What follows belongs to an exercise in optimizing a design on an open flow for small area, a short achievable clock period and few clock cycles; a production flow would make more cautious choices.
The RTL was checked by simulation tests, not by an equivalence proof against the original design.

==> flow/design.v <==
parameter [3:0] AluOp_Add  = 4'b0010;
parameter [3:0] AluOp_Sub  = 4'b0110;
parameter [3:0] AluOp_Lui  = 4'b0100;
parameter [3:0] AluOp_Sll  = 4'b0011;
parameter [3:0] AluOp_Or   = 4'b0001;
parameter [3:0] AluOp_Mul  = 4'b1000;
parameter [3:0] AluOp_Div  = 4'b1001;
parameter [3:0] AluOp_Mfhi = 4'b1110;
parameter [3:0] AluOp_Slt  = 4'b0111;
parameter [2:0] AluCtrl_R    = 3'b000;
parameter [2:0] AluCtrl_Lui  = 3'b001;
parameter [2:0] AluCtrl_Addi = 3'b010;
parameter [2:0] AluCtrl_Ori  = 3'b011;
parameter [2:0] AluCtrl_Beq  = 3'b100;
parameter [2:0] AluCtrl_Div  = 3'b101;
parameter [2:0] AluCtrl_Bne  = AluCtrl_Beq;
parameter [2:0] AluCtrl_J    = AluCtrl_Addi;
parameter [2:0] AluCtrl_Jal  = AluCtrl_Addi;
parameter [2:0] AluCtrl_Lw   = AluCtrl_Addi;
parameter [2:0] AluCtrl_Sw   = AluCtrl_Addi;
parameter [11:0] DP_R      = 12'b00_000001_00_01;
parameter [11:0] DP_Branch = 12'b10_110000_00_00;
parameter [11:0] DP_Add   = DP_R;
parameter [11:0] DP_Addi  = 12'b00_001010_00_01;
parameter [11:0] DP_Sub   = DP_R;
parameter [11:0] DP_Lui   = 12'b00_000110_00_01;
parameter [11:0] DP_Sll   = DP_R;
parameter [11:0] DP_Ori   = 12'b00_001110_00_01;
parameter [11:0] DP_Mul   = DP_R;
parameter [11:0] DP_Div   = 12'b00_010100_00_00;
parameter [11:0] DP_Mfhi  = DP_R;
parameter [11:0] DP_Slt   = DP_R;
parameter [11:0] DP_Beq   = DP_Branch;
parameter [11:0] DP_Bne   = DP_Branch;
parameter [11:0] DP_J     = 12'b01_101000_00_00;
parameter [11:0] DP_Jal   = 12'b01_101000_00_01;
parameter [11:0] DP_Jr    = 12'b11_100000_00_00;
parameter [11:0] DP_Lw    = 12'b00_001010_01_11;
parameter [11:0] DP_Sw    = 12'b00_001010_10_00;
parameter [5:0] Op_R  = 6'b000000;
parameter [5:0] Op_R2 = 6'b011100;
parameter [5:0] Op_Add  = Op_R; 
parameter [5:0] Op_Addi = 6'b001000; 
parameter [5:0] Op_Sub  = Op_R; 
parameter [5:0] Op_Lui  = 6'b001111; 
parameter [5:0] Op_Sll  = Op_R; 
parameter [5:0] Op_Ori  = 6'b001101; 
parameter [5:0] Op_Mul  = Op_R2; 
parameter [5:0] Op_Div  = Op_R; 
parameter [5:0] Op_Mfhi = Op_R; 
parameter [5:0] Op_Slt  = Op_R; 
parameter [5:0] Op_Beq  = 6'b000100; 
parameter [5:0] Op_Bne  = 6'b000101; 
parameter [5:0] Op_J    = 6'b000010; 
parameter [5:0] Op_Jal  = 6'b000011; 
parameter [5:0] Op_Jr   = Op_R; 
parameter [5:0] Op_Lw   = 6'b100011; 
parameter [5:0] Op_Sw   = 6'b101011; 
parameter [5:0] Funct_Add  = 6'b100000;
parameter [5:0] Funct_Sub  = 6'b100010;
parameter [5:0] Funct_Sll  = 6'b000000;
parameter [5:0] Funct_Mul  = 6'b000010;
parameter [5:0] Funct_Div  = 6'b011010;
parameter [5:0] Funct_Mfhi = 6'b010000;
parameter [5:0] Funct_Slt  = 6'b101010;
parameter [5:0] Funct_Jr   = 6'b001000;
`timescale 1ns / 1ps
module ADD (
    input [31:0] A,
    input [31:0] B,
    output[31:0] C
    );
    assign C = (A + B);
endmodule
`timescale 1ns / 1ps
module Mux2 #(parameter SIZE = 32)(
    input Sel,
    input [(SIZE-1):0] In0 , In1,
    output [(SIZE-1):0] Out
    );
    assign Out = (Sel) ? In1 : In0;
endmodule
`timescale 1ns / 1ps
module Mux4 #(parameter SIZE = 32)(
    input [1:0] Sel,
    input [(SIZE-1):0] In00 , In01, In10, In11,
    output reg [(SIZE-1):0] Out
    );
    always @(*) begin
      case (Sel)
        2'b00: Out <= In00;
        2'b01: Out <= In01;
        2'b10: Out <= In10;
        2'b11: Out <= In11;
      endcase
    end
endmodule
`timescale 1ns / 1ps
module Register (
    input Clock,
    input Reset,
    input Enable,
    input [31:0] In,
    output reg [31:0] Out
    );
    always @(posedge Clock) begin
      Out <= (Reset) ? 0 : ((Enable) ? In : Out);
    end
endmodule
`timescale 1ns / 1ps
module RegisterFile(
    input Clock,
    input Reset,
    input [4:0] ReadRg1, ReadRg2, WriteRg,
    input RegWrite,
    input [31:0] WriteData,
    output [31:0] ReadData1, ReadData2 
    );
    reg [31:0] registers [0:31];
    always @(negedge Clock) begin
            if (WriteRg != 0) 
                registers[WriteRg] <= RegWrite ? WriteData : registers[WriteRg];
    end
    assign ReadData1 = (ReadRg1 == 0) ? 32'b0 : registers[ReadRg1];
    assign ReadData2 = (ReadRg2 == 0) ? 32'b0 : registers[ReadRg2];
endmodule
`timescale 1ns / 1ps
module Extender (
        input SignExt,
        input [15:0] In,
        output [31:0] Out
    );
    wire signBit = In[15];
    assign Out = (SignExt) ? ((signBit) ? { 16'hFFFF, In } : { 16'b0 , In} ) : { 16'b0, In }; 
endmodule
`timescale 1ns / 1ps
module ALU (
    input Clock,
    input Reset,
    input [31:0] A,
    input [31:0] B,
    input [4:0] Shamt,
    input [3:0] ALUOp,
    output reg [31:0] ALUOut,
    output ZERO,
    output NEGATIVE,
    output reg CARRY,
    output OVERFLOW
    );
parameter [3:0] AluOp_Add  = 4'b0010;
parameter [3:0] AluOp_Sub  = 4'b0110;
parameter [3:0] AluOp_Lui  = 4'b0100;
parameter [3:0] AluOp_Sll  = 4'b0011;
parameter [3:0] AluOp_Or   = 4'b0001;
parameter [3:0] AluOp_Mul  = 4'b1000;
parameter [3:0] AluOp_Div  = 4'b1001;
parameter [3:0] AluOp_Mfhi = 4'b1110;
parameter [3:0] AluOp_Slt  = 4'b0111;
parameter [2:0] AluCtrl_R    = 3'b000;
parameter [2:0] AluCtrl_Lui  = 3'b001;
parameter [2:0] AluCtrl_Addi = 3'b010;
parameter [2:0] AluCtrl_Ori  = 3'b011;
parameter [2:0] AluCtrl_Beq  = 3'b100;
parameter [2:0] AluCtrl_Div  = 3'b101;
parameter [2:0] AluCtrl_Bne  = AluCtrl_Beq;
parameter [2:0] AluCtrl_J    = AluCtrl_Addi;
parameter [2:0] AluCtrl_Jal  = AluCtrl_Addi;
parameter [2:0] AluCtrl_Lw   = AluCtrl_Addi;
parameter [2:0] AluCtrl_Sw   = AluCtrl_Addi;
    reg [63:0] accumulator;
    wire [31:0] hi,lo;
    wire signed [31:0] As,Bs;
    wire signed [63:0] Mul_Result;
    wire signed [31:0] Quotient;
    wire signed [31:0] Remainder;
    assign hi = accumulator[63:32];
    assign lo = accumulator[31:0];
    assign As = A;
    assign Bs = B;
    assign Mul_Result = (As * Bs);
    assign Quotient = (As / Bs);
    assign Remainder = (As % Bs);
    always @(*) begin
        CARRY <= 1'b0;
        case (ALUOp)
            AluOp_Add:  {CARRY, ALUOut}      <= (A + B);
            AluOp_Sub:  ALUOut      <= (A - B);
            AluOp_Lui:  ALUOut      <= {B[15:0], 16'b0};
            AluOp_Sll:  ALUOut      <= B << Shamt;
            AluOp_Or:   ALUOut      <= (A | B);
            AluOp_Mul:  ALUOut      <= Mul_Result[31:0];
            AluOp_Mfhi: ALUOut      <= hi;
            AluOp_Slt:  ALUOut      <= (As < Bs) ? 32'b1 : 32'b0;
            default:    ALUOut      <= 32'b0;
        endcase
    end
    always @(posedge Clock) begin
        if (Reset) begin
            accumulator <= 64'b0;
        end
        else begin
            case (ALUOp)
                AluOp_Div: accumulator <= {Remainder, Quotient};
                default: accumulator <= accumulator;
            endcase
        end
    end
    assign ZERO = ~(|ALUOut);
    assign NEGATIVE = ( (A < B) && ALUOp == AluOp_Sub) ? 1 : 0;
    assign OVERFLOW = ({CARRY, ALUOut[31]} == 2'b01);
endmodule
`timescale 1ns / 1ps
module ALUControl (
    input [5:0] Funct,
    input [2:0] ALUCtrl,
    output reg [3:0] ALUOp
    );
parameter [3:0] AluOp_Add  = 4'b0010;
parameter [3:0] AluOp_Sub  = 4'b0110;
parameter [3:0] AluOp_Lui  = 4'b0100;
parameter [3:0] AluOp_Sll  = 4'b0011;
parameter [3:0] AluOp_Or   = 4'b0001;
parameter [3:0] AluOp_Mul  = 4'b1000;
parameter [3:0] AluOp_Div  = 4'b1001;
parameter [3:0] AluOp_Mfhi = 4'b1110;
parameter [3:0] AluOp_Slt  = 4'b0111;
parameter [2:0] AluCtrl_R    = 3'b000;
parameter [2:0] AluCtrl_Lui  = 3'b001;
parameter [2:0] AluCtrl_Addi = 3'b010;
parameter [2:0] AluCtrl_Ori  = 3'b011;
parameter [2:0] AluCtrl_Beq  = 3'b100;
parameter [2:0] AluCtrl_Div  = 3'b101;
parameter [2:0] AluCtrl_Bne  = AluCtrl_Beq;
parameter [2:0] AluCtrl_J    = AluCtrl_Addi;
parameter [2:0] AluCtrl_Jal  = AluCtrl_Addi;
parameter [2:0] AluCtrl_Lw   = AluCtrl_Addi;
parameter [2:0] AluCtrl_Sw   = AluCtrl_Addi;
parameter [5:0] Op_R  = 6'b000000;
parameter [5:0] Op_R2 = 6'b011100;
parameter [5:0] Op_Add  = Op_R; 
parameter [5:0] Op_Addi = 6'b001000; 
parameter [5:0] Op_Sub  = Op_R; 
parameter [5:0] Op_Lui  = 6'b001111; 
parameter [5:0] Op_Sll  = Op_R; 
parameter [5:0] Op_Ori  = 6'b001101; 
parameter [5:0] Op_Mul  = Op_R2; 
parameter [5:0] Op_Div  = Op_R; 
parameter [5:0] Op_Mfhi = Op_R; 
parameter [5:0] Op_Slt  = Op_R; 
parameter [5:0] Op_Beq  = 6'b000100; 
parameter [5:0] Op_Bne  = 6'b000101; 
parameter [5:0] Op_J    = 6'b000010; 
parameter [5:0] Op_Jal  = 6'b000011; 
parameter [5:0] Op_Jr   = Op_R; 
parameter [5:0] Op_Lw   = 6'b100011; 
parameter [5:0] Op_Sw   = 6'b101011; 
parameter [5:0] Funct_Add  = 6'b100000;
parameter [5:0] Funct_Sub  = 6'b100010;
parameter [5:0] Funct_Sll  = 6'b000000;
parameter [5:0] Funct_Mul  = 6'b000010;
parameter [5:0] Funct_Div  = 6'b011010;
parameter [5:0] Funct_Mfhi = 6'b010000;
parameter [5:0] Funct_Slt  = 6'b101010;
parameter [5:0] Funct_Jr   = 6'b001000;
    always @(*) begin
        case (ALUCtrl)
            AluCtrl_R: begin
                case (Funct)
                    Funct_Add : ALUOp <= AluOp_Add;
                    Funct_Sub : ALUOp <= AluOp_Sub;
                    Funct_Sll : ALUOp <= AluOp_Sll;
                    Funct_Mul : ALUOp <= AluOp_Mul;
                    Funct_Div : ALUOp <= AluOp_Add;
                    Funct_Mfhi: ALUOp <= AluOp_Mfhi;
                    Funct_Slt : ALUOp <= AluOp_Slt;
                    Funct_Jr  : ALUOp <= AluOp_Add;
                    default: ALUOp <= AluOp_Add;
                endcase
            end
            AluCtrl_Lui : ALUOp <= AluOp_Lui;
            AluCtrl_Addi: ALUOp <= AluOp_Add;
            AluCtrl_Ori : ALUOp <= AluOp_Or;
            AluCtrl_Div : ALUOp <= AluOp_Div;
            AluCtrl_Beq : ALUOp <= AluOp_Sub;
            AluCtrl_Bne : ALUOp <= AluOp_Sub;
            AluCtrl_J   : ALUOp <= AluOp_Add;
            AluCtrl_Jal : ALUOp <= AluOp_Add;
            AluCtrl_Lw  : ALUOp <= AluOp_Add;
            AluCtrl_Sw  : ALUOp <= AluOp_Add;
            default: ALUOp <= AluOp_Add;
        endcase
    end
endmodule
`timescale 1ns / 1ps
module ControlUnit (
    input [5:0] Opcode,
    input [5:0] Funct,
    input Cmp_RsRt,
    output IF_Flush,
    output SignExt,
    output [1:0] PCSrc,
    output NoDest,
    output [2:0] ALUCtrl,
    output ALUSrc,
    output RegDst,
    output MemWrite,
    output MemRead,
    output RegWrite,
    output Branch,
    output MemtoReg
    );
parameter [5:0] Op_R  = 6'b000000;
parameter [5:0] Op_R2 = 6'b011100;
parameter [5:0] Op_Add  = Op_R; 
parameter [5:0] Op_Addi = 6'b001000; 
parameter [5:0] Op_Sub  = Op_R; 
parameter [5:0] Op_Lui  = 6'b001111; 
parameter [5:0] Op_Sll  = Op_R; 
parameter [5:0] Op_Ori  = 6'b001101; 
parameter [5:0] Op_Mul  = Op_R2; 
parameter [5:0] Op_Div  = Op_R; 
parameter [5:0] Op_Mfhi = Op_R; 
parameter [5:0] Op_Slt  = Op_R; 
parameter [5:0] Op_Beq  = 6'b000100; 
parameter [5:0] Op_Bne  = 6'b000101; 
parameter [5:0] Op_J    = 6'b000010; 
parameter [5:0] Op_Jal  = 6'b000011; 
parameter [5:0] Op_Jr   = Op_R; 
parameter [5:0] Op_Lw   = 6'b100011; 
parameter [5:0] Op_Sw   = 6'b101011; 
parameter [5:0] Funct_Add  = 6'b100000;
parameter [5:0] Funct_Sub  = 6'b100010;
parameter [5:0] Funct_Sll  = 6'b000000;
parameter [5:0] Funct_Mul  = 6'b000010;
parameter [5:0] Funct_Div  = 6'b011010;
parameter [5:0] Funct_Mfhi = 6'b010000;
parameter [5:0] Funct_Slt  = 6'b101010;
parameter [5:0] Funct_Jr   = 6'b001000;
parameter [11:0] DP_R      = 12'b00_000001_00_01;
parameter [11:0] DP_Branch = 12'b10_110000_00_00;
parameter [11:0] DP_Add   = DP_R;
parameter [11:0] DP_Addi  = 12'b00_001010_00_01;
parameter [11:0] DP_Sub   = DP_R;
parameter [11:0] DP_Lui   = 12'b00_000110_00_01;
parameter [11:0] DP_Sll   = DP_R;
parameter [11:0] DP_Ori   = 12'b00_001110_00_01;
parameter [11:0] DP_Mul   = DP_R;
parameter [11:0] DP_Div   = 12'b00_010100_00_00;
parameter [11:0] DP_Mfhi  = DP_R;
parameter [11:0] DP_Slt   = DP_R;
parameter [11:0] DP_Beq   = DP_Branch;
parameter [11:0] DP_Bne   = DP_Branch;
parameter [11:0] DP_J     = 12'b01_101000_00_00;
parameter [11:0] DP_Jal   = 12'b01_101000_00_01;
parameter [11:0] DP_Jr    = 12'b11_100000_00_00;
parameter [11:0] DP_Lw    = 12'b00_001010_01_11;
parameter [11:0] DP_Sw    = 12'b00_001010_10_00;
    reg [11:0] datapath;
    assign PCSrc[0]     = datapath[10];
    assign NoDest       = datapath[9];
    assign ALUCtrl      = datapath[8:6];
    assign ALUSrc       = datapath[5];
    assign RegDst       = datapath[4];
    assign MemWrite     = datapath[3];
    assign MemRead      = datapath[2];
    assign MemtoReg     = datapath[1];
    assign RegWrite     = datapath[0];
    wire Branch_Eq, Branch_Neq;
    always @(*) begin
        case (Opcode)
            Op_R: begin
                case (Funct)
                    Funct_Add:  datapath <= DP_Add;
                    Funct_Sub:  datapath <= DP_Sub;
                    Funct_Sll:  datapath <= DP_Sll;
                    Funct_Div:  datapath <= DP_Div;
                    Funct_Mfhi: datapath <= DP_Mfhi;
                    Funct_Slt:  datapath <= DP_Slt;
                    Funct_Jr :  datapath <= DP_Jr;
                    default  :  datapath <= 12'b0;
                endcase
            end
            Op_R2: begin
                case (Funct)
                    Funct_Mul: datapath <= DP_Mul;
                    default:   datapath <= 12'b0;
                endcase
            end
            Op_Addi:  datapath <= DP_Addi;
            Op_Lui :  datapath <= DP_Lui;
            Op_Ori :  datapath <= DP_Ori;
            Op_Beq :  datapath <= DP_Beq;
            Op_Bne :  datapath <= DP_Bne;
            Op_J   :  datapath <= DP_J;
            Op_Jal :  datapath <= DP_Jal;
            Op_Lw  :  datapath <= DP_Lw;
            Op_Sw  :  datapath <= DP_Sw;
            default:  datapath <= 12'b0;
        endcase
    end
    assign Branch = (datapath[11] & ~datapath[10]);
    assign Branch_Eq  =  (~Opcode[3] & Opcode[2] & ~Opcode[1] & ~Opcode[0]) & Cmp_RsRt;
    assign Branch_Neq =  (~Opcode[3] & Opcode[2] & ~Opcode[1] &  Opcode[0]) & ~Cmp_RsRt;
    assign PCSrc[1] = (Branch) ? (Branch_Eq | Branch_Neq) : datapath[11];
    assign Jump = (~datapath[11] & datapath[10]);
    assign JumpReg = (datapath[11] & datapath[10]);
    assign IF_Flush = (Branch_Eq | Branch_Neq) | (Jump | JumpReg);
    assign SignExt = (Opcode[5:2] != 4'b0011);
endmodule
`timescale 1ns / 1ps
module ForwardingUnit(
    input MEMWB_MemToReg,
    input MEMWB_RegWrite,
    input EXMEM_RegWrite,
    input EXMEM_MemWrite,
    input [4:0] IDEX_RegRs,
    input [4:0] IDEX_RegRt,
    input [4:0] EXMEM_RegRd,
    input [4:0] MEMWB_RegRd,
    output [1:0] ForA,
    output [1:0] ForB,
    output ForC
);				
    wire IDEX_EQ_EXMEM_Rs = (IDEX_RegRs == EXMEM_RegRd);
    wire IDEX_EQ_EXMEM_Rt = (IDEX_RegRt == EXMEM_RegRd);
    wire IDEX_EQ_MEMWB_Rs = (IDEX_RegRs == MEMWB_RegRd);
    wire IDEX_EQ_MEMWB_Rt = (IDEX_RegRt == MEMWB_RegRd);
    wire EXMEM_EQ_MEMWB_Rd = (EXMEM_RegRd == MEMWB_RegRd);
    wire MEM_ForwardA = (EXMEM_RegWrite & EXMEM_RegRd != 0 & IDEX_EQ_EXMEM_Rs);
    wire MEM_ForwardB = (EXMEM_RegWrite & EXMEM_RegRd != 0 & IDEX_EQ_EXMEM_Rt);
    wire WB_ForwardA = (MEMWB_RegWrite & MEMWB_RegRd != 0 & !(MEM_ForwardA) & IDEX_EQ_MEMWB_Rs);
    wire WB_ForwardB = (MEMWB_RegWrite & MEMWB_RegRd != 0 & !(MEM_ForwardB) & IDEX_EQ_MEMWB_Rt);
    wire WB_ForwardC = (MEMWB_MemToReg & EXMEM_MemWrite & EXMEM_EQ_MEMWB_Rd);
    assign ForA = (MEM_ForwardA) ? 2'b10 : ( (WB_ForwardA) ? 2'b01 : 2'b00);
    assign ForB = (MEM_ForwardB) ? 2'b10 : ( (WB_ForwardB) ? 2'b01 : 2'b00);
    assign ForC = (WB_ForwardC) ? 1'b1 : 1'b0;
endmodule
`timescale 1ns / 1ps
module BranchForwardUnit(
    input EXMEM_RegWrite,
    input MEMWB_RegWrite,
    input [4:0] IFID_RegRs,
    input [4:0] IFID_RegRt,
    input [4:0] EXMEM_RegRd,
    input [4:0] MEMWB_RegRd,
    output [1:0] ForBranchA,
    output [1:0] ForBranchB
    );
    wire IFID_EQ_EXMEM_Rs = (IFID_RegRs == EXMEM_RegRd);
    wire IFID_EQ_EXMEM_Rt = (IFID_RegRt == EXMEM_RegRd);
    wire IFID_EQ_MEMWB_Rs = (IFID_RegRs == MEMWB_RegRd);
    wire IFID_EQ_MEMWB_Rt = (IFID_RegRt == MEMWB_RegRd);
    wire MEM_ForwardA = (EXMEM_RegWrite & EXMEM_RegRd != 0 & IFID_EQ_EXMEM_Rs);
    wire MEM_ForwardB = (EXMEM_RegWrite & EXMEM_RegRd != 0 & IFID_EQ_EXMEM_Rt);
    wire WB_ForwardA = (MEMWB_RegWrite & MEMWB_RegRd != 0 & IFID_EQ_MEMWB_Rs);
    wire WB_ForwardB = (MEMWB_RegWrite & MEMWB_RegRd != 0 & IFID_EQ_MEMWB_Rt);
    assign ForBranchA = (MEM_ForwardA) ? 2'b10 : ((WB_ForwardA) ? 2'b01 : 2'b00 );
    assign ForBranchB = (MEM_ForwardB) ? 2'b10 : ((WB_ForwardB) ? 2'b01 : 2'b00 );
endmodule
`timescale 1ns / 1ps
module HazardDetectionUnit(
    input IDEX_MemRead,
    input IDEX_RegWrite,
    input EXMEM_MemWrite,
    input EXMEM_MemRead,
    input MemWrite,
    input Branch,
    input [4:0] IDEX_DestReg,
    input [4:0] IFID_RegRs,
    input [4:0] IFID_RegRt,
    input [4:0] EXMEM_RegRd,
    output IFID_Write,
    output PCWrite,
    output HazZero
);
    wire IFID_EQ_IDEX_Rs = (IFID_RegRs == IDEX_DestReg);
    wire IFID_EQ_IDEX_Rt = (IFID_RegRt == IDEX_DestReg);
    wire IFID_EQ_EXMEM_Rs = (IFID_RegRs == EXMEM_RegRd);
    wire IFID_EQ_EXMEM_Rt = (IFID_RegRt == EXMEM_RegRd);
    wire Hazard_A = (IDEX_MemRead & IDEX_DestReg != 0 & (IFID_EQ_IDEX_Rs | (IFID_EQ_IDEX_Rt & !MemWrite)));
    wire Hazard_B = (Branch & IDEX_DestReg != 0 & (IDEX_RegWrite & (IFID_EQ_IDEX_Rs | IFID_EQ_IDEX_Rt)));
    wire Hazard_C = (Branch & EXMEM_RegRd != 0 & (EXMEM_MemRead & (IFID_EQ_EXMEM_Rs | IFID_EQ_EXMEM_Rt)));
    wire EXMEM_MemUsage = (EXMEM_MemWrite || EXMEM_MemRead);
    assign IFID_Write = (Hazard_A) ? 1'b0 : ( (Hazard_B) ? 1'b0 : ( (Hazard_C) ? 1'b0 : ( (EXMEM_MemUsage) ? 1'b0 : 1'b1)));
    assign PCWrite = (Hazard_A) ? 1'b0 : ( (Hazard_B) ? 1'b0 : ( (Hazard_C) ? 1'b0 : ( (EXMEM_MemUsage) ? 1'b0 : 1'b1)));
    assign HazZero = (Hazard_A) ? 1'b1 : ( (Hazard_B) ? 1'b1 : ( (Hazard_C) ? 1'b1 : ( (EXMEM_MemUsage) ? 1'b1 : 1'b0)));
endmodule
`timescale 1ns / 1ps
module IF_ID_Stage (
    input Clock,
    input Reset,
    input [31:0] IF_PCplus4,
    input [31:0] IF_Instruction,
    input IFDWrite,
    input IF_Flush,
    output reg[31:0] ID_Instruction,
    output reg[31:0] ID_PCplus4
    );
    always@(posedge Clock) begin
        ID_Instruction <= (Reset) ? 32'd0 : ((!IFDWrite) ? ID_Instruction : ((IF_Flush) ? 32'd0 : IF_Instruction)); 
        ID_PCplus4     <= (Reset) ? 32'd0 : ((!IFDWrite) ? ID_PCplus4     : ((IF_Flush) ? 32'd0 : IF_PCplus4    )); 
    end
endmodule
`timescale 1ns / 1ps
module ID_EX_Stage (
    input Clock,
    input Reset,
    input IDEXWrite,
    input ID_Flush,
    input ID_RegWrite,
    input ID_MemtoReg,
    input ID_MemRead,
    input ID_MemWrite,
    input ID_ALUSrc,
    input [2:0] ID_ALUCtrl,
    input ID_RegDst,
    input ID_NoDest,
    input [31:0] ID_PCplus4,
    input [31:0] ID_RsData,
    input [31:0] ID_RtData,
    input [31:0] ID_Immediate,
    input [4:0] ID_RsReg,
    input [4:0] ID_RtReg,
    input [4:0] ID_RdReg,
    input [31:0] ID_Instruction,
    output reg[31:0] EX_PCplus4,
    output reg[31:0] EX_RsData,
    output reg[31:0] EX_RtData,
    output reg[31:0] EX_Immediate,
    output reg[4:0] EX_RsReg,
    output reg[4:0] EX_RtReg,
    output reg[4:0] EX_RdReg,
    output reg EX_RegWrite,
    output reg EX_MemtoReg,
    output reg EX_MemRead,
    output reg EX_MemWrite,
    output reg EX_ALUSrc,
    output reg[2:0] EX_ALUCtrl,
    output reg EX_RegDst,
    output reg EX_NoDest,
    output reg [31:0] EX_Instruction
    );
    always@(posedge Clock) begin
        EX_PCplus4    <= (Reset) ? 32'd0 : ((!IDEXWrite) ? EX_PCplus4   : ((ID_Flush) ? 32'd0 : ID_PCplus4  )); 
        EX_RsData     <= (Reset) ? 32'd0 : ((!IDEXWrite) ? EX_RsData    : ((ID_Flush) ? 32'd0 : ID_RsData   )); 
        EX_RtData     <= (Reset) ? 32'd0 : ((!IDEXWrite) ? EX_RtData    : ((ID_Flush) ? 32'd0 : ID_RtData   )); 
        EX_Immediate  <= (Reset) ? 32'd0 : ((!IDEXWrite) ? EX_Immediate : ((ID_Flush) ? 32'd0 : ID_Immediate)); 
        EX_RsReg      <= (Reset) ? 5'd0  : ((!IDEXWrite) ? EX_RsReg     : ((ID_Flush) ?  5'd0 : ID_RsReg    )); 
        EX_RtReg      <= (Reset) ? 5'd0  : ((!IDEXWrite) ? EX_RtReg     : ((ID_Flush) ?  5'd0 : ID_RtReg    )); 
        EX_RdReg      <= (Reset) ? 5'd0  : ((!IDEXWrite) ? EX_RdReg     : ((ID_Flush) ?  5'd0 : ID_RdReg    )); 
        EX_RegWrite   <= (Reset) ? 1'd0  : ((!IDEXWrite) ? EX_RegWrite  : ((ID_Flush) ?  1'd0 : ID_RegWrite )); 
        EX_MemtoReg   <= (Reset) ? 1'd0  : ((!IDEXWrite) ? EX_MemtoReg  : ((ID_Flush) ?  1'd0 : ID_MemtoReg )); 
        EX_MemRead    <= (Reset) ? 1'd0  : ((!IDEXWrite) ? EX_MemRead   : ((ID_Flush) ?  1'd0 : ID_MemRead )); 
        EX_MemWrite   <= (Reset) ? 1'd0  : ((!IDEXWrite) ? EX_MemWrite  : ((ID_Flush) ?  1'd0 : ID_MemWrite )); 
        EX_ALUSrc     <= (Reset) ? 1'd0  : ((!IDEXWrite) ? EX_ALUSrc    : ((ID_Flush) ?  1'd0 : ID_ALUSrc )); 
        EX_ALUCtrl    <= (Reset) ? 3'd0  : ((!IDEXWrite) ? EX_ALUCtrl   : ((ID_Flush) ?  3'd0 : ID_ALUCtrl )); 
        EX_RegDst     <= (Reset) ? 1'd0  : ((!IDEXWrite) ? EX_RegDst    : ((ID_Flush) ?  1'd0 : ID_RegDst )); 
        EX_NoDest     <= (Reset) ? 1'd0  : ((!IDEXWrite) ? EX_NoDest    : ((ID_Flush) ?  1'd0 : ID_NoDest )); 
        EX_Instruction <= (Reset) ? 32'd0  : ((!IDEXWrite) ? EX_Instruction    : ((ID_Flush) ?  32'd0 : ID_Instruction )); 
    end
endmodule
`timescale 1ns / 1ps
module EX_MEM_Stage (
    input Clock,
    input Reset,
    input EXMEMWrite,
    input EX_Flush,
    input EX_RegWrite,
    input EX_MemtoReg,
    input EX_MemRead,
    input EX_MemWrite,
    input [31:0] EX_ALUOut,
    input [31:0] EX_RtData,
    input [4:0] EX_RdReg,
    input [31:0] EX_Instruction,
    output reg[31:0] MEM_ALUOut,
    output reg[31:0] MEM_RtData,
    output reg[4:0] MEM_RdReg,
    output reg MEM_RegWrite,
    output reg MEM_MemtoReg,
    output reg MEM_MemRead,
    output reg MEM_MemWrite,
    output reg [31:0] MEM_Instruction
    );
    always@(posedge Clock) begin
        MEM_ALUOut    <= (Reset) ? 32'd0 : ((!EXMEMWrite) ? MEM_ALUOut   : ((EX_Flush) ? 32'd0 : EX_ALUOut  )); 
        MEM_RtData    <= (Reset) ? 32'd0 : ((!EXMEMWrite) ? MEM_RtData   : ((EX_Flush) ? 32'd0 : EX_RtData  )); 
        MEM_RdReg     <= (Reset) ?  5'd0 : ((!EXMEMWrite) ? MEM_RdReg    : ((EX_Flush) ?  5'd0 : EX_RdReg   )); 
        MEM_RegWrite  <= (Reset) ?  1'd0 : ((!EXMEMWrite) ? MEM_RegWrite : ((EX_Flush) ?  1'd0 : EX_RegWrite   )); 
        MEM_MemtoReg  <= (Reset) ?  1'd0 : ((!EXMEMWrite) ? MEM_MemtoReg : ((EX_Flush) ?  1'd0 : EX_MemtoReg   )); 
        MEM_MemRead   <= (Reset) ?  1'd0 : ((!EXMEMWrite) ? MEM_MemRead  : ((EX_Flush) ?  1'd0 : EX_MemRead   )); 
        MEM_MemWrite  <= (Reset) ?  1'd0 : ((!EXMEMWrite) ? MEM_MemWrite : ((EX_Flush) ?  1'd0 : EX_MemWrite   )); 
        MEM_Instruction  <= (Reset) ?  32'd0 : ((!EXMEMWrite) ? MEM_Instruction : ((EX_Flush) ?  32'd0 : EX_Instruction   )); 
    end
endmodule
`timescale 1ns / 1ps
module MEM_WB_Stage (
    input Clock,
    input Reset,
    input MEMWBWrite,
    input MEM_Flush,
    input MEM_RegWrite,
    input MEM_MemtoReg,
    input [31:0] MEM_MemData,
    input [31:0] MEM_ALUOut,
    input [4:0] MEM_RdReg,
    input [31:0] MEM_Instruction,
    output reg[31:0] WB_MemData,
    output reg[31:0] WB_ALUOut,
    output reg[4:0] WB_RdReg,
    output reg WB_RegWrite,
    output reg WB_MemtoReg,
    output reg[31:0] WB_Instruction
    );
    always@(posedge Clock) begin
        WB_MemData    <= (Reset) ? 32'd0 : ((!MEMWBWrite) ? WB_MemData   : ((MEM_Flush) ? 32'd0 : MEM_MemData  )); 
        WB_ALUOut     <= (Reset) ? 32'd0 : ((!MEMWBWrite) ? WB_ALUOut    : ((MEM_Flush) ? 32'd0 : MEM_ALUOut  )); 
        WB_RdReg      <= (Reset) ?  5'd0 : ((!MEMWBWrite) ? WB_RdReg     : ((MEM_Flush) ?  5'd0 : MEM_RdReg   )); 
        WB_RegWrite   <= (Reset) ?  1'd0 : ((!MEMWBWrite) ? WB_RegWrite  : ((MEM_Flush) ?  1'd0 : MEM_RegWrite   )); 
        WB_MemtoReg   <= (Reset) ?  1'd0 : ((!MEMWBWrite) ? WB_MemtoReg  : ((MEM_Flush) ?  1'd0 : MEM_MemtoReg   )); 
        WB_Instruction   <= (Reset) ?  32'd0 : ((!MEMWBWrite) ? WB_Instruction  : ((MEM_Flush) ?  32'd0 : MEM_Instruction   )); 
    end
endmodule
`timescale 1ns / 1ps
module IF_Block (
    input Clock,
    input Reset,
    input [1:0] ID_PCSrc,
    input [31:0] ID_JumpAddr, ID_BranchAddr, ID_JrRsData,
    input MEM_MemRead, MEM_MemWrite,
    input [31:0] MEM_ALUOut, MEM_RtData, WB_WriteData,
    input [31:0] Mem_ReadData,
    input IF_ForC, IF_Write, IF_PCWrite, IF_Flush,
    output [31:0] Mem_Address,
    output [31:0] Mem_WriteData,
    output [31:0] ID_Instruction,
    output [31:0] ID_PCplus4
    );
    wire [31:0] IF_PCIn, IF_PCOut, IF_PCplus4;
    wire IF_IorD = (MEM_MemRead | MEM_MemWrite);
    Register PC (
        .Clock(Clock),
        .Reset(Reset),
        .Enable(IF_PCWrite),
        .In(IF_PCIn),
        .Out(IF_PCOut)
    );
    ADD Add_PC_4 (
        .A(IF_PCOut),
        .B(32'h00000004),
        .C(IF_PCplus4)
    );
    Mux4 #(.SIZE(32)) PCSrc_Mux (
        .Sel(ID_PCSrc),
        .In00(IF_PCplus4),
        .In01(ID_JumpAddr),
        .In10(ID_BranchAddr),
        .In11(ID_JrRsData),
        .Out(IF_PCIn)
    );
    Mux2 #(.SIZE(32)) IorD_Mux (
        .Sel(IF_IorD),
        .In0(IF_PCOut),
        .In1(MEM_ALUOut),
        .Out(Mem_Address)
    );
    Mux2 #(.SIZE(32)) ForwardC_Mux (
        .Sel(IF_ForC),
        .In0(MEM_RtData),
        .In1(WB_WriteData),
        .Out(Mem_WriteData)
    );
    IF_ID_Stage IfId (
        .Clock(Clock),
        .Reset(Reset),
        .IF_PCplus4(IF_PCplus4),
        .IF_Instruction(Mem_ReadData),
        .IFDWrite(IF_Write),
        .IF_Flush(IF_Flush),
        .ID_Instruction(ID_Instruction),
        .ID_PCplus4(ID_PCplus4)
    );
endmodule
`timescale 1ns / 1ps
module ID_Block (
    input Clock,
    input Reset,
    input [31:0] ID_Instruction, ID_PCplus4, WB_WriteData, MEM_ALUOut,
    input [1:0] ForBranchA, ForBranchB,
    input HazZero, WB_RegWrite,
    input [4:0] WB_DestReg,
    output [31:0] ID_BranchAddr, ID_JumpAddr, ID_JrRsData,
    output [1:0] ID_PCSrc,
    output IF_Flush, Branch,
    output [31:0] EX_PCplus4, EX_RsData, EX_RtData, EX_Immediate,
    output [4:0] EX_RsReg, EX_RtReg, EX_RdReg,
    output EX_RegWrite, EX_MemtoReg, EX_MemRead, EX_MemWrite, EX_ALUSrc,
    output [2:0] EX_ALUCtrl,
    output EX_RegDst, EX_NoDest,
    output [31:0] EX_Instruction,
    output [4:0] ID_RsReg, ID_RtReg,
    output MemWrite
    );
    wire [5:0] ID_Opcode     = ID_Instruction[31:26];
    wire [4:0] ID_Rs         = ID_Instruction[25:21];
    wire [4:0] ID_Rt         = ID_Instruction[20:16];
    wire [4:0] ID_Rd         = ID_Instruction[15:11];
    wire [5:0] ID_Funct      = ID_Instruction[5:0];
    wire [15:0] ID_Immediate  = ID_Instruction[15:0];
    wire SignExt;
    wire [31:0] ID_ExtImmediate;
    wire [31:0] ID_RsData, ID_RtData, ID_RsDataEnd, ID_RtDataEnd;
    wire ID_NoDest;
    wire [2:0] ID_ALUCtrl;
    wire ID_ALUSrc, ID_RegDst, ID_MemWrite, ID_MemRead; 
    wire ID_RegWrite, ID_MemtoReg;
    wire [9:0] pipelineSignals = {ID_NoDest,ID_ALUCtrl,ID_ALUSrc,ID_RegDst,ID_MemWrite,ID_MemRead,ID_MemtoReg,ID_RegWrite};
    wire [9:0] pipelineSignalsEnd;
    wire ID_NoDestEnd   = pipelineSignalsEnd[9];
    wire [2:0] ID_ALUCtrlEnd  = pipelineSignalsEnd[8:6];
    wire ID_ALUSrcEnd   = pipelineSignalsEnd[5];
    wire ID_RegDstEnd   = pipelineSignalsEnd[4];
    wire ID_MemWriteEnd = pipelineSignalsEnd[3];
    wire ID_MemReadEnd  = pipelineSignalsEnd[2];
    wire ID_MemtoRegEnd = pipelineSignalsEnd[1];
    wire ID_RegWriteEnd = pipelineSignalsEnd[0];
    assign ID_JrRsData = ID_RsDataEnd;
    assign ID_JumpAddr = {4'b0000, ID_Instruction[25:0], 2'b00};
    assign ID_RsReg = ID_Rs;
    assign ID_RtReg = ID_Rt;
    assign MemWrite = ID_MemWrite;
    wire Cmp_RsRt = (ID_RsDataEnd == ID_RtDataEnd);
    ADD branchAdd (
        .A(ID_PCplus4),
        .B({ID_ExtImmediate[29:0],2'b00}),
        .C(ID_BranchAddr)
    );
    ControlUnit ctrlu (
        .Opcode(ID_Opcode),
        .Funct(ID_Funct),
        .Cmp_RsRt(Cmp_RsRt),
        .IF_Flush(IF_Flush),
        .SignExt(SignExt),
        .PCSrc(ID_PCSrc),
        .NoDest(ID_NoDest),
        .ALUCtrl(ID_ALUCtrl),
        .ALUSrc(ID_ALUSrc),
        .RegDst(ID_RegDst),
        .MemWrite(ID_MemWrite),
        .MemRead(ID_MemRead),
        .RegWrite(ID_RegWrite),
        .Branch(Branch),
        .MemtoReg(ID_MemtoReg)
    );
    Mux2 #(.SIZE(10)) stall_mux (
        .Sel(HazZero),
        .In0(pipelineSignals),
        .In1(10'b0),
        .Out(pipelineSignalsEnd)
    );
    Mux4 #(.SIZE(32)) forBranchA_Mux(
        .Sel(ForBranchA),
        .In00(ID_RsData),
        .In01(WB_WriteData),
        .In10(MEM_ALUOut),
        .In11(32'bx),
        .Out(ID_RsDataEnd)
    );
    Mux4 #(.SIZE(32)) forBranchB_Mux(
        .Sel(ForBranchB),
        .In00(ID_RtData),
        .In01(WB_WriteData),
        .In10(MEM_ALUOut),
        .In11(32'bx),
        .Out(ID_RtDataEnd)
    );
    RegisterFile registerFile(
        .Clock(Clock),
        .Reset(Reset),
        .ReadRg1(ID_Rs),
        .ReadRg2(ID_Rt),
        .WriteRg(WB_DestReg),
        .RegWrite(WB_RegWrite),
        .WriteData(WB_WriteData),
        .ReadData1(ID_RsData),
        .ReadData2(ID_RtData)
    );
    Extender ext (
        .SignExt(SignExt),
        .In(ID_Immediate),
        .Out(ID_ExtImmediate)
    );
    ID_EX_Stage IdEx(
        .Clock(Clock),
        .Reset(Reset),
        .IDEXWrite(1'b1),
        .ID_Flush(1'b0),
        .ID_RegWrite(ID_RegWriteEnd),
        .ID_MemtoReg(ID_MemtoRegEnd),
        .ID_MemRead(ID_MemReadEnd),
        .ID_MemWrite(ID_MemWriteEnd),
        .ID_ALUSrc(ID_ALUSrcEnd),
        .ID_ALUCtrl(ID_ALUCtrlEnd),
        .ID_RegDst(ID_RegDstEnd),
        .ID_NoDest(ID_NoDestEnd),
        .ID_PCplus4(ID_PCplus4),
        .ID_RsData(ID_RsDataEnd),
        .ID_RtData(ID_RtDataEnd),
        .ID_Immediate(ID_ExtImmediate),
        .ID_RsReg(ID_Rs),
        .ID_RtReg(ID_Rt),
        .ID_RdReg(ID_Rd),
        .ID_Instruction(ID_Instruction),
        .EX_PCplus4(EX_PCplus4),
        .EX_RsData(EX_RsData),
        .EX_RtData(EX_RtData),
        .EX_Immediate(EX_Immediate),
        .EX_RsReg(EX_RsReg),
        .EX_RtReg(EX_RtReg),
        .EX_RdReg(EX_RdReg),
        .EX_RegWrite(EX_RegWrite),
        .EX_MemtoReg(EX_MemtoReg),
        .EX_MemRead(EX_MemRead),
        .EX_MemWrite(EX_MemWrite),
        .EX_ALUSrc(EX_ALUSrc),
        .EX_ALUCtrl(EX_ALUCtrl),
        .EX_RegDst(EX_RegDst),
        .EX_NoDest(EX_NoDest),
        .EX_Instruction(EX_Instruction)
    );
endmodule
`timescale 1ns / 1ps
module EX_Block (
    input Clock,
    input Reset,
    input [31:0] EX_PCplus4, EX_RsData, EX_RtData, EX_Immediate, EX_Instruction,
    input [4:0] EX_RtReg, EX_RdReg,
    input  EX_RegWrite, EX_MemtoReg,
    input EX_MemRead, EX_MemWrite,
    input [2:0] EX_ALUCtrl,
    input EX_ALUSrc, EX_RegDst, EX_NoDest,
    input [1:0] ForA, ForB,
    input [31:0] WB_WriteData,
    output [31:0] MEM_ALUOut, MEM_RtData, MEM_Instruction,
    output [4:0] MEM_DestReg,
    output [4:0] EX_DestReg,
    output MEM_RegWrite, MEM_MemtoReg, MEM_MemRead, MEM_MemWrite,
    output ZERO, NEGATIVE, OVERFLOW, CARRY
    );
    wire [31:0] ALU_InA, ALU_InB_End, ALU_InB;
    wire [4:0] Shamt = EX_Immediate[10:6];
    wire [5:0] Funct = EX_Immediate[5:0];
    wire [3:0] ALUOp;
    wire [31:0] ALUOut, ALUOut_End;
    wire [4:0] DestReg, DestReg_End, LinkReg;
    wire [31:0] MEM_ALUOut_For;
    assign EX_DestReg = DestReg_End;
    assign MEM_ALUOut = MEM_ALUOut_For;
    Mux4 forA_Mux(
        .Sel(ForA),
        .In00(EX_RsData),
        .In01(WB_WriteData),
        .In10(MEM_ALUOut_For),
        .In11(32'bx),
        .Out(ALU_InA)
    );
    Mux4 forB_Mux(
        .Sel(ForB),
        .In00(EX_RtData),
        .In01(WB_WriteData),
        .In10(MEM_ALUOut_For),
        .In11(32'bx),
        .Out(ALU_InB)
    );
    Mux2 AluSrc_Mux(
        .Sel(EX_ALUSrc),
        .In0(ALU_InB),
        .In1(EX_Immediate),
        .Out(ALU_InB_End)
    );
    Mux2 aluOut_Mux(
        .Sel(EX_NoDest),
        .In0(ALUOut),
        .In1(EX_PCplus4),
        .Out(ALUOut_End)
    );
    Mux2 #(.SIZE(5)) RtRd_Mux (
        .Sel(EX_RegDst),
        .In0(EX_RtReg),
        .In1(EX_RdReg),
        .Out(DestReg)
    );
    Mux2 #(.SIZE(5)) link_Mux(
        .Sel(EX_RegWrite),
        .In0(5'b00000),
        .In1(5'b11111),
        .Out(LinkReg)
    );
    Mux2 #(.SIZE(5)) destReg_Mux (
        .Sel(EX_NoDest),
        .In0(DestReg),
        .In1(LinkReg),
        .Out(DestReg_End)
    );
    ALUControl aluCtrl(
        .Funct(Funct),
        .ALUCtrl(EX_ALUCtrl),
        .ALUOp(ALUOp)
    );
    ALU alu (
        .Clock(Clock),
        .Reset(Reset),
        .A(ALU_InA),
        .B(ALU_InB_End),
        .Shamt(Shamt),
        .ALUOp(ALUOp),
        .ALUOut(ALUOut),
        .ZERO(ZERO),
        .NEGATIVE(NEGATIVE),
        .CARRY(CARRY),
        .OVERFLOW(OVERFLOW)
    );
    EX_MEM_Stage ExMem (
        .Clock(Clock),
        .Reset(Reset),
        .EXMEMWrite(1'b1),
        .EX_Flush(1'b0),
        .EX_RegWrite(EX_RegWrite),
        .EX_MemtoReg(EX_MemtoReg),
        .EX_MemRead(EX_MemRead),
        .EX_MemWrite(EX_MemWrite),
        .EX_ALUOut(ALUOut_End),
        .EX_RtData(ALU_InB),
        .EX_RdReg(DestReg_End),
        .EX_Instruction(EX_Instruction),
        .MEM_ALUOut(MEM_ALUOut_For),
        .MEM_RtData(MEM_RtData),
        .MEM_RdReg(MEM_DestReg),
        .MEM_RegWrite(MEM_RegWrite),
        .MEM_MemtoReg(MEM_MemtoReg),
        .MEM_MemRead(MEM_MemRead),
        .MEM_MemWrite(MEM_MemWrite),
        .MEM_Instruction(MEM_Instruction)
    );
endmodule
`timescale 1ns / 1ps
module MEM_Block (
    input Clock,
    input Reset,
    input [31:0] MEM_ALUOut, MEM_RtData, MEM_Instruction,
    input [4:0] MEM_DestReg,
    input MEM_RegWrite, MEM_MemtoReg, 
    input MEM_MemRead, MEM_MemWrite, 
    input [31:0] Mem_ReadData,
    output [31:0] WB_MemData, WB_ALUOut, WB_Instruction,
    output [4:0] WB_DestReg,
    output WB_RegWrite, WB_MemtoReg
    );
    MEM_WB_Stage MemWb (
        .Clock(Clock),
        .Reset(Reset),
        .MEMWBWrite(1'b1),
        .MEM_Flush(1'b0),
        .MEM_RegWrite(MEM_RegWrite),
        .MEM_MemtoReg(MEM_MemtoReg),
        .MEM_MemData(Mem_ReadData),
        .MEM_ALUOut(MEM_ALUOut),
        .MEM_RdReg(MEM_DestReg),
        .MEM_Instruction(MEM_Instruction),
        .WB_MemData(WB_MemData),
        .WB_ALUOut(WB_ALUOut),
        .WB_RdReg(WB_DestReg),
        .WB_RegWrite(WB_RegWrite),
        .WB_MemtoReg(WB_MemtoReg),
        .WB_Instruction(WB_Instruction)
    );
endmodule
`timescale 1ns / 1ps
module WB_Block (
    input [31:0] WB_MemData, WB_ALUOut,
    input WB_MemtoReg,
    output [31:0] WB_WriteData
    );
    Mux2 MemtoReg_Mux(
        .Sel(WB_MemtoReg),
        .In0(WB_ALUOut),
        .In1(WB_MemData),
        .Out(WB_WriteData)
    );
endmodule
`timescale 1ns / 1ps
module Processor (
    input Clock,
    input Reset,
    input [31:0] Mem_DataIn,
    output [31:0] Mem_Address,
    output Mem_WriteEnable,
    output [31:0] Mem_DataOut
    );
    wire [31:0] Mem_ReadData = Mem_DataIn;
    wire HazZero, Branch;
    wire IF_ForC, IF_Write, IF_PCWrite, IF_Flush;
    wire [1:0] ID_PCSrc, ID_ForBranchA, ID_ForBranchB;
    wire [31:0] ID_JumpAddr, ID_BranchAddr, ID_JrRsData;
    wire [31:0] ID_Instruction, ID_PCplus4;
    wire [4:0] ID_RsReg, ID_RtReg;
    wire ID_MemWrite;
    wire [31:0] EX_PCplus4, EX_Immediate, EX_Instruction;
    wire [31:0] EX_RsData, EX_RtData;
    wire [4:0] EX_RsReg, EX_RtReg, EX_RdReg, EX_DestReg;
    wire EX_RegWrite, EX_ALUSrc, EX_MemRead, EX_MemWrite, EX_MemtoReg;
    wire EX_NoDest, EX_RegDst;
    wire [2:0] EX_ALUCtrl;
    wire [1:0] EX_ForA, EX_ForB;
    wire MEM_MemRead, MEM_MemWrite, MEM_RegWrite, MEM_MemtoReg;
    wire [31:0] MEM_ALUOut, MEM_RtData, MEM_Instruction;
    wire [4:0] MEM_DestReg;
    wire [31:0] WB_WriteData, WB_ALUOut, WB_Instruction, WB_MemData;
    wire WB_RegWrite, WB_MemtoReg;
    wire [4:0] WB_DestReg;
    wire ZERO, NEGATIVE, OVERFLOW, CARRY;
    assign Mem_WriteEnable = MEM_MemWrite;
    IF_Block ifblock(
        .Clock(Clock),
        .Reset(Reset),
        .ID_PCSrc(ID_PCSrc),
        .ID_JumpAddr(ID_JumpAddr),
        .ID_BranchAddr(ID_BranchAddr),
        .ID_JrRsData(ID_JrRsData),
        .MEM_MemRead(MEM_MemRead),
        .MEM_MemWrite(MEM_MemWrite),
        .MEM_ALUOut(MEM_ALUOut),
        .MEM_RtData(MEM_RtData),
        .WB_WriteData(WB_WriteData),
        .Mem_ReadData(Mem_ReadData),
        .IF_ForC(IF_ForC),
        .IF_Write(IF_Write),
        .IF_PCWrite(IF_PCWrite),
        .IF_Flush(IF_Flush),
        .Mem_Address(Mem_Address),
        .Mem_WriteData(Mem_DataOut),
        .ID_Instruction(ID_Instruction),
        .ID_PCplus4(ID_PCplus4)
    );
    ID_Block idblock(
        .Clock(Clock),
        .Reset(Reset),
        .ID_Instruction(ID_Instruction),
        .ID_PCplus4(ID_PCplus4),
        .WB_WriteData(WB_WriteData),
        .MEM_ALUOut(MEM_ALUOut),
        .ForBranchA(ID_ForBranchA),
        .ForBranchB(ID_ForBranchB),
        .HazZero(HazZero),
        .WB_RegWrite(WB_RegWrite),
        .WB_DestReg(WB_DestReg),
        .ID_BranchAddr(ID_BranchAddr),
        .ID_JumpAddr(ID_JumpAddr),
        .ID_JrRsData(ID_JrRsData),
        .ID_PCSrc(ID_PCSrc),
        .IF_Flush(IF_Flush),
        .Branch(Branch),
        .EX_PCplus4(EX_PCplus4),
        .EX_RsData(EX_RsData),
        .EX_RtData(EX_RtData),
        .EX_Immediate(EX_Immediate),
        .EX_RsReg(EX_RsReg),
        .EX_RtReg(EX_RtReg),
        .EX_RdReg(EX_RdReg),
        .EX_RegWrite(EX_RegWrite),
        .EX_MemtoReg(EX_MemtoReg),
        .EX_MemRead(EX_MemRead),
        .EX_MemWrite(EX_MemWrite),
        .EX_ALUSrc(EX_ALUSrc),
        .EX_ALUCtrl(EX_ALUCtrl),
        .EX_RegDst(EX_RegDst),
        .EX_NoDest(EX_NoDest),
        .EX_Instruction(EX_Instruction),
        .ID_RsReg(ID_RsReg),
        .ID_RtReg(ID_RtReg),
        .MemWrite(ID_MemWrite)
    );
    EX_Block exblock(
        .Clock(Clock),
        .Reset(Reset),
        .EX_PCplus4(EX_PCplus4),
        .EX_RsData(EX_RsData),
        .EX_RtData(EX_RtData),
        .EX_Immediate(EX_Immediate),
        .EX_Instruction(EX_Instruction),
        .EX_RtReg(EX_RtReg),
        .EX_RdReg(EX_RdReg),
        .EX_RegWrite(EX_RegWrite),
        .EX_MemtoReg(EX_MemtoReg),
        .EX_MemRead(EX_MemRead),
        .EX_MemWrite(EX_MemWrite),
        .EX_ALUCtrl(EX_ALUCtrl),
        .EX_ALUSrc(EX_ALUSrc),
        .EX_RegDst(EX_RegDst),
        .EX_NoDest(EX_NoDest),
        .ForA(EX_ForA),
        .ForB(EX_ForB),
        .WB_WriteData(WB_WriteData),
        .MEM_ALUOut(MEM_ALUOut),
        .MEM_RtData(MEM_RtData),
        .MEM_Instruction(MEM_Instruction),
        .MEM_DestReg(MEM_DestReg),
        .EX_DestReg(EX_DestReg),
        .MEM_RegWrite(MEM_RegWrite),
        .MEM_MemtoReg(MEM_MemtoReg),
        .MEM_MemRead(MEM_MemRead),
        .MEM_MemWrite(MEM_MemWrite),
        .ZERO(ZERO),
        .NEGATIVE(NEGATIVE),
        .OVERFLOW(OVERFLOW),
        .CARRY(CARRY)
    );
    MEM_Block memblock(
        .Clock(Clock),
        .Reset(Reset),
        .MEM_ALUOut(MEM_ALUOut),
        .MEM_RtData(MEM_RtData),
        .MEM_Instruction(MEM_Instruction),
        .MEM_DestReg(MEM_DestReg),
        .MEM_RegWrite(MEM_RegWrite),
        .MEM_MemtoReg(MEM_MemtoReg),
        .MEM_MemRead(MEM_MemRead),
        .MEM_MemWrite(MEM_MemWrite),
        .Mem_ReadData(Mem_ReadData),
        .WB_MemData(WB_MemData),
        .WB_ALUOut(WB_ALUOut),
        .WB_Instruction(WB_Instruction),
        .WB_DestReg(WB_DestReg),
        .WB_RegWrite(WB_RegWrite),
        .WB_MemtoReg(WB_MemtoReg)
    );
    WB_Block wbblock(
        .WB_MemData(WB_MemData),
        .WB_ALUOut(WB_ALUOut),
        .WB_MemtoReg(WB_MemtoReg),
        .WB_WriteData(WB_WriteData)
    );
    ForwardingUnit fu(
        .MEMWB_MemToReg(WB_MemtoReg),
        .MEMWB_RegWrite(WB_RegWrite),
        .EXMEM_RegWrite(MEM_RegWrite),
        .EXMEM_MemWrite(MEM_MemWrite),
        .IDEX_RegRs(EX_RsReg),
        .IDEX_RegRt(EX_RtReg),
        .EXMEM_RegRd(MEM_DestReg),
        .MEMWB_RegRd(WB_DestReg),
        .ForA(EX_ForA),
        .ForB(EX_ForB),
        .ForC(IF_ForC)
    );
    BranchForwardUnit bfu (
        .EXMEM_RegWrite(MEM_RegWrite),
        .MEMWB_RegWrite(WB_RegWrite),
        .IFID_RegRs(ID_RsReg),
        .IFID_RegRt(ID_RtReg),
        .EXMEM_RegRd(MEM_DestReg),
        .MEMWB_RegRd(WB_DestReg),
        .ForBranchA(ID_ForBranchA),
        .ForBranchB(ID_ForBranchB)
    );
    HazardDetectionUnit hdu (
        .IDEX_MemRead(EX_MemRead),
        .IDEX_RegWrite(EX_RegWrite),
        .EXMEM_MemWrite(MEM_MemWrite),
        .EXMEM_MemRead(MEM_MemRead),
        .MemWrite(ID_MemWrite),
        .Branch(Branch),
        .IDEX_DestReg(EX_DestReg),
        .IFID_RegRs(ID_RsReg),
        .IFID_RegRt(ID_RtReg),
        .EXMEM_RegRd(MEM_DestReg),
        .IFID_Write(IF_Write),
        .PCWrite(IF_PCWrite),
        .HazZero(HazZero)
    );
endmodule
==> flow/run.sh <==
#!/bin/bash
# synth_recipe.tcl (not shown) runs the flow's synth.tcl, then flattens the netlist and writes it again
# the make line also repeats each setting of config.mk as NAME=value (left out here)
make -C /OpenROAD-flow-scripts/flow DESIGN_CONFIG=/design/flow/config.mk WORK_HOME=/design/flow/orfs CLKGATE_MAP_FILE= SYNTH_SCRIPT=/design/flow/synth_recipe.tcl finish
==> flow/config.mk <==
export PLATFORM = sky130hd
export DESIGN_NAME = Processor
export DESIGN_NICKNAME = Processor
export VERILOG_FILES = /design/flow/design.v
export SDC_FILE = /design/flow/constraint.sdc
export NUM_CORES = 4
export LEC_CHECK = 0
export CAP_MARGIN = 20
export CORE_MARGIN = 2
export CORE_UTILIZATION = 40
export SLEW_MARGIN = 20
==> flow/constraint.sdc <==
create_clock -name core_clock -period 125.0 [get_ports {Clock}]
set_input_delay 25.0000 -clock core_clock [delete_from_list [all_inputs] [get_ports {Clock}]]
set_output_delay 25.0000 -clock core_clock [all_outputs]
set_load 0.01 [all_outputs]
==> results_dict.tcl <==
set metrics [dict create \
    status "complete, no violations" \
    finalClockSkew_ns 0.0852 \
    yosys.area.top_type "edfxtp_1" \
    grt_pass1_wl_um 759000 \
    grt.total_usage 0.337 \
    cts_tree "done" \
    syn_area_per_cell_um2 10.0 \
    cts_buffer_depth 3 \
    design.core.area_mm2 0.306 \
    tightest_slew_ns 1.29 \
    syn2layout_area_growth_pct 13.2 \
    grt_max_degree 144 \
    cts_hold_buf 0 \
    initial_core_util 0.402 \
    worstRegToRegCells 397 \
    cp-end-kind "flop" \
    synth_edf_count 1024 \
    wl_per_cell_um 30.5 \
    path_buf_inv 23 \
    largest_reg_flops 1024 \
    routed_via_density 6.27 \
    postRouteAntennaNets 0 \
    slew_headroom 0.134 \
    worstSetupStartpointType "flop" \
    hpwlAfterDp_um 376000 \
    drive_gt1_frac 0.133 \
    yosys_warnings 13 \
    synth_area_mm2 0.123 \
    crit_slowest_cell "and4_1" \
    synth_seq_cells 1428 \
    utilization 0.455 \
    clock_latency_ns 0.84 \
    path_delay_family "compound AO/OA/AOI/OAI gates" \
    drt_drc_violations_left 0 \
    ys_types 140 \
    rows 203 \
    fillers 29200 \
    path_class "reg -> reg" \
    cts_made_buffers 154 \
    die_y_um 559 \
    fin_crit_ns 111.05 \
    cp_max_fo 37 \
    instances_no_fill 17500 \
    portBuffers 98 \
    grt_antenna_before_repair 31 \
    vias 110000 \
    cts_resized 0 \
    hold_depth 1 \
    setup_tns_ns 0 \
    yosysTopAreaCellShare 0.250 \
    pin_count 99 \
    worstPathRequired_ns 125.74 \
    clock-sinks 1428 \
    clkTransAtPathRegs_ns 0.07 \
    path_depth 397 \
    htree_levels 4 \
    synth-seq-area-share 0.316 \
    postSynthCellCount 12300 \
    synthTopCellsByArea "edfxtp_1 25%, mux4_2 12%, ha_1 8.2%, fa_1 6.7%, dfxtp_1 6.6%" \
    hold_viol_final 0 \
    drtIter0Drc 13800 \
    grt_pass1_vias 108000 \
    grt_remaining_overflow 0 \
    max_stage_delay_ns 0.91 \
    place_congestion 1.08 \
    largest_register "idblock.registerFile.registers" \
    crit_top_cell "o21a_1" \
    maxCapViolCount 0 \
    setup_violations 0 \
    slew_violations 0 \
    fin_crit_sh 0.888 \
    clockRootBuffer "clkbuf_16" \
    worstPathArrival_ns 111.79 \
    die_x_um 559 \
    ys_async_sr_fraction 0 \
    dieArea_mm2 0.312 \
    place_inst 16200 \
    wl_um 535000 \
    ys.flop_type "edfxtp_1" \
    num-nets-final 14500 \
    timing.fmax_mhz 9.00 \
    first_pass_iters 10 \
    min_path_type "reg -> reg" \
    rsz0062_at_grt "false" \
    cts_setup_buffers 0 \
]
## cell usage in the layout, fill, tap and decap left out, types with 38 or more instances in the layout
cell type	synthesis	final
a31oi_1	143	143
mux4_2	641	641
nor3_1	298	279
nor4_1	88	85
o31ai_1	74	72
nor2b_1	211	211
nor2_1	1106	1076
or2_2	57	56
mux2i_1	131	130
buf_4	13	345
o21ai_0	538	520
nand3_1	205	205
a211oi_1	82	81
a221oi_1	57	57
dfxtp_1	404	390
inv_1	818	1847
o21a_1	173	173
and2_1	99	98
or3_1	90	90
a21o_1	179	179
edfxtp_1	1024	1024
o21bai_1	56	55
mux2_2	177	177
fa_1	412	412
nand2b_1	94	94
o21ai_1	53	56
o221ai_1	38	38
clkdlybuf4s50_1	0	97
o211ai_1	54	54
nand4_1	109	109
a22oi_1	79	79
clkbuf_16	0	157
a222oi_1	48	48
xor2_1	184	183
and3_1	74	73
ha_1	806	806
a21oi_1	601	600
xnor2_1	432	419
nand2_1	1229	1229
## worst register-to-register path, delay by kind of cell, from the launching register on
family	cells	cell delay, ns
compound gates	216	58.01
simple gates	118	33.02
fa+ha+maj	31	9.58
buf+inv	23	5.89
mux	9	3.75
flops	1	0.69
## path summary, 6_finish.rpt
path                              start                     endpoint  slack (ns)
min          idblock.IdEx.EX_PCplus4[3]  exblock.ExMem.MEM_ALUOut[3]        0.45
max reg2reg  memblock.MemWb.WB_MemtoReg  exblock.alu.accumulator[59]       13.95
min reg2reg  idblock.IdEx.EX_PCplus4[3]  exblock.ExMem.MEM_ALUOut[3]        0.45
max          memblock.MemWb.WB_MemtoReg  exblock.alu.accumulator[59]       13.95
## per-stage QoR
stage | hold slack [ns] | setup slack [ns] | area, um2
2_1_floorplan | 0.414 | 34.16 | 123000
3_3_place_gp | 0.416 | 20.72 | 130000
3_5_place_dp | 0.442 | 18.00 | 130000
4_1_cts | 0.453 | 17.66 | 139000
5_1_grt | 0.461 | 7.38 | 139000
6_report | 0.455 | 13.95 | 139000
## routing by layer
layer  GRT usage  wire (um)  vias to the layer above
li1            -          -                    47500
met1       0.409     196000                    53900
met2       0.511     236000                     6894
met3      0.0850      56200                     1747
met4       0.264      47200                       18
met5           0        103                        -
## cell type report
cell class | instances | area (um2) | area share
inverters | 845 | 3170 | 0.0228
clock buffers | 173 | 4090 | 0.0294
multi-input cells | 9374 | 78900 | 0.567
diodes | 27 | 67.6 | 0.000485
flip-flops and latches | 1428 | 38900 | 0.279
well taps | 4100 | 5130 | 0.0368
repair buffers | 455 | 3760 | 0.0270
clock inverters | 1130 | 5190 | 0.0373
## cells by family (layout without fill, tap and decap cells)
family / count (synthesis) / in the layout / synth area share
AO/OA/AOI/OAI: 2729 / 2729 / 0.152
buffers and inverters: 1524 / 2603 / 0.0488
XOR/XNOR: 619 / 619 / 0.0443
flip-flops: 1428 / 1428 / 0.316
adder cells (fa/ha/maj): 1218 / 1218 / 0.149
AND/OR/NAND/NOR: 3824 / 3824 / 0.146
other: 1 / 59 / 0.0000305
multiplexers: 952 / 952 / 0.145
## Yosys cell counts, types with 179 or more instances
cell type  count
xor2_1       184
xnor2_1      432
nor2_1      1106
nand2_1     1229
dfxtp_1      404
nor2b_1      211
a21oi_1      601
clkbuf_1     436
a21o_1       179
mux4_2       641
ha_1         806
inv_1        818
o21ai_0      538
nor3_1       298
fa_1         412
nand3_1      205
edfxtp_1    1024
Testbench counts, summed over its fixed seeds: cycles 271,721.
